This design comes from an exercise in tuning for small area, a short achievable clock period and few clock cycles on the open sky130 flow, not from production work. RTL that was checked went through simulation tests only; none was proved equivalent to the original. Power and IR drop assume default switching activity.

== the previous run ==
==> module conv_engine_array, before the edit <==
module conv_engine_array #(
    parameter int ROWS    = 4,
    parameter int COLS    = 4,
    parameter int SCALE_Q = 16
) (
    input  logic        clk,
    input  logic        rst_n,
    input  logic        start,
    input  logic [10:0] c_in,
    input  logic [10:0] c_out,
    input  logic [3:0]  kernel_size,
    output logic [12:0] patch_rd_addr,
    input  logic [COLS*8-1:0] patch_rd_data_wide,
    output logic [21:0] weight_rd_addr,
    input  logic [COLS*8-1:0] weight_rd_data_wide,
    output logic [8:0]  bias_rd_ch,
    input  logic signed [31:0] bias_rd_data,
    input  logic [15:0] scale,
    input  logic        skip_relu,
    output logic        out_valid,
    output logic [8:0]  out_ch_base,
    output logic [5:0]  out_count,
    output wire  [ROWS*8-1:0] out_data_flat,
    output wire  [ROWS*32-1:0] out_int32_flat,
    output logic        done
);
    logic [8:0]  cin_q;
    logic        k3_q;
    logic [8:0]  coutm1_q;       
    logic [10:0] lastq_q;        
    logic [1:0]  rlast_q;        
    wire  [13:0] nm1 = (k3_q ? ({cin_q, 3'b000} + {5'd0, cin_q}) : {5'd0, cin_q}) - 14'd1;
    always_ff @(posedge clk) begin
        cin_q    <= c_in[8:0];
        k3_q     <= (kernel_size == 4'd3);
        coutm1_q <= c_out[8:0] - 9'd1;
        lastq_q  <= nm1[12:2];
        rlast_q  <= nm1[1:0];
    end
    logic        run;
    logic [10:0] pos;            
    logic [8:0]  och;            
    logic [21:0] waddr;
    logic [2:0]  gcnt;           
    logic        first_cyc;      
    wire f_last   = first_cyc ? (~k3_q & (cin_q <= 9'd4)) : (pos == lastq_q);
    wire f_lastch = (och == coutm1_q);
    wire f_space  = (och[1:0] == 2'd0 && och != 9'd0) ? (gcnt == 3'd5) : (gcnt >= 3'd3);
    wire f_go     = run & (~f_last | f_space);    
    assign weight_rd_addr = waddr;
    assign patch_rd_addr  = {pos, 2'b00};
    always_ff @(posedge clk or negedge rst_n) begin
        if (!rst_n) begin
            run       <= 1'b0;
            first_cyc <= 1'b0;
        end else begin
            first_cyc <= start;
            if (start)
                run <= 1'b1;
            else if (f_go && f_last && f_lastch)
                run <= 1'b0;
        end
    end
    always_ff @(posedge clk) begin
        if (start) begin
            pos   <= 11'd0;
            och   <= 9'd0;
            waddr <= 22'd0;
            gcnt  <= 3'd0;
        end else if (f_go) begin
            if (f_last) begin
                pos   <= 11'd0;
                och   <= och + 9'd1;
                waddr <= waddr + {19'd0, {1'b0, rlast_q} + 3'd1};
                gcnt  <= 3'd0;
            end else begin
                pos   <= pos + 11'd1;
                waddr <= waddr + 22'd4;
                if (gcnt != 3'd5) gcnt <= gcnt + 3'd1;
            end
        end else if (gcnt != 3'd5) begin
            gcnt <= gcnt + 3'd1;
        end
    end
    logic        d_v, d_first, d_last, d_end;
    logic [31:0] d_w;
    logic [15:0] d_one, d_two, d_neg;    
    wire  [31:0] a_m;
    wire  [15:0] e_one, e_two, e_neg;
    genvar gj;
    generate
        for (gj = 0; gj < 4; gj++) begin : g_am
            assign a_m[gj*8 +: 8] = (f_go && (!f_last || gj <= rlast_q)) ?
                                    patch_rd_data_wide[gj*8 +: 8] : 8'd0;
        end
    endgenerate
    booth_enc4 u_enc (.a(a_m), .one(e_one), .two(e_two), .neg(e_neg));
    always_ff @(posedge clk or negedge rst_n) begin
        if (!rst_n) d_v <= 1'b0;
        else        d_v <= f_go;
    end
    always_ff @(posedge clk) begin
        d_first <= f_go & (pos == 11'd0);
        d_last  <= f_last;
        d_end   <= f_last & f_lastch;
        d_w     <= weight_rd_data_wide;
        d_one   <= e_one;
        d_two   <= e_two;
        d_neg   <= e_neg;
    end
    logic        s_v, s_first, s_last, s_end;
    logic [17:0] s_s, s_c;
    logic [31:0] bias_d, bias_q;
    wire  [17:0] dot_s, dot_c;
    mac_array_32x32 u_dot (.w(d_w), .one(d_one), .two(d_two), .neg(d_neg), .s(dot_s), .c(dot_c));
    assign bias_rd_ch = och;
    always_ff @(posedge clk or negedge rst_n) begin
        if (!rst_n) s_v <= 1'b0;
        else        s_v <= d_v;
    end
    always_ff @(posedge clk) begin
        s_first <= d_first;
        s_last  <= d_last;
        s_end   <= d_end;
        s_s     <= dot_s;
        s_c     <= dot_c;
        bias_d  <= bias_rd_data;
        bias_q  <= bias_d + {4'hf, ~lastq_q, 17'd0};
    end
    logic        a_v, a_end;
    logic [1:0]  alane, a_lane;
    logic signed [31:0] acc;
    always_ff @(posedge clk or negedge rst_n) begin
        if (!rst_n) a_v <= 1'b0;
        else        a_v <= s_v & s_last;
    end
    always_ff @(posedge clk) begin
        if (start)
            alane <= 2'd0;
        else if (s_v && s_last)
            alane <= alane + 2'd1;
        a_end  <= s_end;
        a_lane <= alane;
        acc <= (s_first ? bias_q : acc) + {14'd0, s_s & {18{s_v}}} + {14'd0, s_c & {18{s_v}}};
    end
    logic        r_end;
    logic [1:0]  r_lane;
    logic signed [31:0] r;
    logic [4:0]  qs;             
    always_ff @(posedge clk or negedge rst_n) begin
        if (!rst_n) qs <= 4'd0;
        else        qs <= {qs[3:0], a_v};
    end
    always_ff @(posedge clk) begin
        if (a_v) begin
            r_end  <= a_end;
            r_lane <= a_lane;
            r      <= (skip_relu || !acc[31]) ? acc : ((acc >>> 3) - (acc >>> 5));
        end
    end
    wire signed [7:0] q;
    logic [3:0]  dig;            
    always_ff @(posedge clk)
        dig <= a_v   ? scale[3:0]   :
               qs[0] ? scale[7:4]   :
               qs[1] ? scale[11:8]  : scale[15:12];
    post_process_array u_q (.clk(clk), .qs(qs[3:0]), .dig(dig), .r(r), .snz(|scale), .q(q));
    logic [7:0]  o8  [0:ROWS-1];
    logic [31:0] o32 [0:ROWS-2];     
    logic [6:0]  tile;
    logic        q_end;
    logic [1:0]  q_lane;
    always_ff @(posedge clk or negedge rst_n) begin
        if (!rst_n) begin
            out_valid <= 1'b0;
            done      <= 1'b0;
        end else begin
            out_valid <= qs[4] & (q_end | (q_lane == 2'd3));
            done      <= qs[4] & q_end;
        end
    end
    always_ff @(posedge clk) begin
        if (start)
            tile <= 7'd0;
        else if (out_valid)
            tile <= tile + 7'd1;
        if (qs[3]) begin
            q_end  <= r_end;
            q_lane <= r_lane;
        end
        out_count <= q_end ? {3'd0, {1'b0, coutm1_q[1:0]} + 3'd1} : 6'd4;
        for (int l = 0; l < ROWS; l++) begin
            if (l < ROWS-1 && qs[3] && r_lane == l[1:0]) o32[l] <= r;
            if (l < ROWS-1 && qs[4] && q_lane == l[1:0]) o8[l]  <= q;
        end
        o8[ROWS-1] <= q;         
    end
    assign out_ch_base = {tile, 2'b00};
    genvar gl;
    generate
        for (gl = 0; gl < ROWS; gl++) begin : g_out
            assign out_data_flat[gl*8 +: 8]   = o8[gl];
            if (gl < ROWS-1) begin : g_o32
                assign out_int32_flat[gl*32 +: 32] = o32[gl];
            end else begin : g_r
                assign out_int32_flat[gl*32 +: 32] = r;
            end
        end
    endgenerate
endmodule
clock: 13.5 ns
lec_check: 0
cap_margin: 20
core_margin: 2
core_utilization: 35
place_density: 0.6
slew_margin: 20
standard.sh (not shown) runs the stock make flow with config.mk's settings and CLKGATE_MAP_FILE= SYNTH_SCRIPT=/design/flow/synth_recipe.tcl, a recipe that flattens the netlist after the stock synthesis.
==> flow/flow/run.sh <==
#!/bin/bash
# The standard layout (standard.sh: unchanged synthesis, floorplan, place,
# CTS, route) with these changes to how it is made:
#  - repair_timing is asked for extra setup slack, so that the achieved period
#    is pushed below the constraint;
#  - the port buffers that buffer_ports inserts are plain buffers (buf_1,
#    which repair may upsize) rather than the delay cells it picks by default;
#  - CTS inserts no dummy load cells and clusters up to 30 sinks per leaf buffer.
set -euo pipefail
bash standard.sh SETUP_SLACK_MARGIN=9.5 \
  "BUFFER_PORTS_ARGS=-buffer_cell sky130_fd_sc_hd__buf_1" \
  "CTS_ARGS=-sink_clustering_enable -repair_clock_nets -dont_use_dummy_load -sink_clustering_size 30 -sink_clustering_max_diameter 80" \
  finish > standard_flow.log 2>&1
Testbench counts of the previous run, summed over its fixed seeds: cycles 14,476.
diff inputs: the previous run => the current run
--- a/flow/design.v
+++ b/flow/design.v
@@ -910,5 +910,5 @@
         end
     end
-    logic        d_v, d_first, d_last, d_end;
+    logic        d_v, d_first, d_last;
     logic [31:0] d_w;
     logic [15:0] d_one, d_two, d_neg;    
@@ -930,5 +930,4 @@
         d_first <= f_go & (pos == 11'd0);
         d_last  <= f_last;
-        d_end   <= f_last & f_lastch;
         d_w     <= weight_rd_data_wide;
         d_one   <= e_one;
@@ -936,10 +935,11 @@
         d_neg   <= e_neg;
     end
-    logic        s_v, s_first, s_last, s_end;
+    logic        s_v, s_first, s_last;
     logic [17:0] s_s, s_c;
-    logic [31:0] bias_d, bias_q;
+    logic [8:0]  dch;            
+    logic [31:0] bias_q;
     wire  [17:0] dot_s, dot_c;
     mac_array_32x32 u_dot (.w(d_w), .one(d_one), .two(d_two), .neg(d_neg), .s(dot_s), .c(dot_c));
-    assign bias_rd_ch = och;
+    assign bias_rd_ch = dch;
     always_ff @(posedge clk or negedge rst_n) begin
         if (!rst_n) s_v <= 1'b0;
@@ -947,15 +947,14 @@
     end
     always_ff @(posedge clk) begin
+        dch     <= och;
         s_first <= d_first;
         s_last  <= d_last;
-        s_end   <= d_end;
         s_s     <= dot_s;
         s_c     <= dot_c;
-        bias_d  <= bias_rd_data;
-        bias_q  <= bias_d + {4'hf, ~lastq_q, 17'd0};
+        bias_q  <= bias_rd_data;
     end
-    logic        a_v, a_end;
-    logic [1:0]  alane, a_lane;
+    logic        a_v;
     logic signed [31:0] acc;
+    wire  [14:0] corr = s_first ? {4'hf, ~lastq_q} : 15'd0;
     always_ff @(posedge clk or negedge rst_n) begin
         if (!rst_n) a_v <= 1'b0;
@@ -963,24 +962,16 @@
     end
     always_ff @(posedge clk) begin
-        if (start)
-            alane <= 2'd0;
-        else if (s_v && s_last)
-            alane <= alane + 2'd1;
-        a_end  <= s_end;
-        a_lane <= alane;
-        acc <= (s_first ? bias_q : acc) + {14'd0, s_s & {18{s_v}}} + {14'd0, s_c & {18{s_v}}};
+        acc <= (s_first ? bias_q : acc) + {corr, s_s[16:0] & {17{s_v}}} + {14'd0, s_c & {18{s_v}}};
     end
     logic        r_end;
-    logic [1:0]  r_lane;
     logic signed [31:0] r;
-    logic [4:0]  qs;             
+    logic [5:0]  qs;             
     always_ff @(posedge clk or negedge rst_n) begin
-        if (!rst_n) qs <= 4'd0;
-        else        qs <= {qs[3:0], a_v};
+        if (!rst_n) qs <= 6'd0;
+        else        qs <= {qs[4:0], a_v};
     end
     always_ff @(posedge clk) begin
         if (a_v) begin
-            r_end  <= a_end;
-            r_lane <= a_lane;
+            r_end  <= ~run;
             r      <= (skip_relu || !acc[31]) ? acc : ((acc >>> 3) - (acc >>> 5));
         end
@@ -997,5 +988,5 @@
     logic [6:0]  tile;
     logic        q_end;
-    logic [1:0]  q_lane;
+    logic [1:0]  qlane;          
     always_ff @(posedge clk or negedge rst_n) begin
         if (!rst_n) begin
@@ -1003,10 +994,14 @@
             done      <= 1'b0;
         end else begin
-            out_valid <= qs[4] & (q_end | (q_lane == 2'd3));
-            done      <= qs[4] & q_end;
+            out_valid <= (qs[4] & (qlane == 2'd3)) | (qs[5] & q_end & (qlane != 2'd3));
+            done      <= q_end & ((qs[4] & (qlane == 2'd3)) | (qs[5] & (qlane != 2'd3)));
         end
     end
     always_ff @(posedge clk) begin
         if (start)
+            qlane <= 2'd0;
+        else if (qs[5])
+            qlane <= qlane + 2'd1;
+        if (start)
             tile <= 7'd0;
         else if (out_valid)
@@ -1014,10 +1009,9 @@
         if (qs[3]) begin
             q_end  <= r_end;
-            q_lane <= r_lane;
         end
         out_count <= q_end ? {3'd0, {1'b0, coutm1_q[1:0]} + 3'd1} : 6'd4;
         for (int l = 0; l < ROWS; l++) begin
-            if (l < ROWS-1 && qs[3] && r_lane == l[1:0]) o32[l] <= r;
-            if (l < ROWS-1 && qs[4] && q_lane == l[1:0]) o8[l]  <= q;
+            if (l < ROWS-1 && qs[3] && qlane == l[1:0]) o32[l] <= r;
+            if (l < ROWS-1 && qs[5] && qlane == l[1:0]) o8[l]  <= o8[ROWS-1];
         end
         o8[ROWS-1] <= q;         
Findings:
- Against the previous run, routed wire length in the current run came out worse.
- | final cell utilization of the core | the current run vs the previous run | ≈ equal |
- Diff the previous run -> the current run | flip-flop and latch count | down by a few percent
- Sequential group share of total power in the current run is 1.2 points lower than in the previous run
- Where clock power is concerned, the previous run is outperformed by the current run.
- Between the current run and the previous run, it is the current run whose area growth from synthesis to final layout is higher, by 0.35 points.
- Going from the previous run to the current run, the final instance area was found to have gone down by 2.1%.
- Higher portion of netlist area occupied by mux cells goes to the previous run over the current run.
No functional check of the RTL was part of the current run.

==> port drivers added, routing unchanged <==
The flow's constraints put no driver on any port. The routed layouts listed below were extracted and timed again, unchanged, in two steps. Step 1: set_driving_cell puts a clkbuf_16 on clk and a buf_2 on each other input, an assumption about the parent block. Step 2 times the ports against the registers' clock, not the clock port: input delays grow and output delays shrink by t, the midpoint of the rising clock arrivals with the driver on. Three values: ideal ports, drivers, drivers and shift; two values: the first two.
run | shift t [ns] | slack for setup (ns) | latest minus earliest clock arrival (ns) | slew at the worst register clock pin (ns) | pins driven straight from the clock port
the previous run | 0.623 | 9.500 / 9.437 / 9.361 | 0.083 / 0.083 | 0.10 / 0.10 | 1
the current run | 0.616 | 9.504 / 9.441 / 9.233 | 0.100 / 0.100 | 0.11 / 0.11 | 1
After both steps every run listed still meets setup and hold. The setup slack of the current run, which loses most, moves by -0.063 ns with the drivers and by -0.271 ns with both steps.
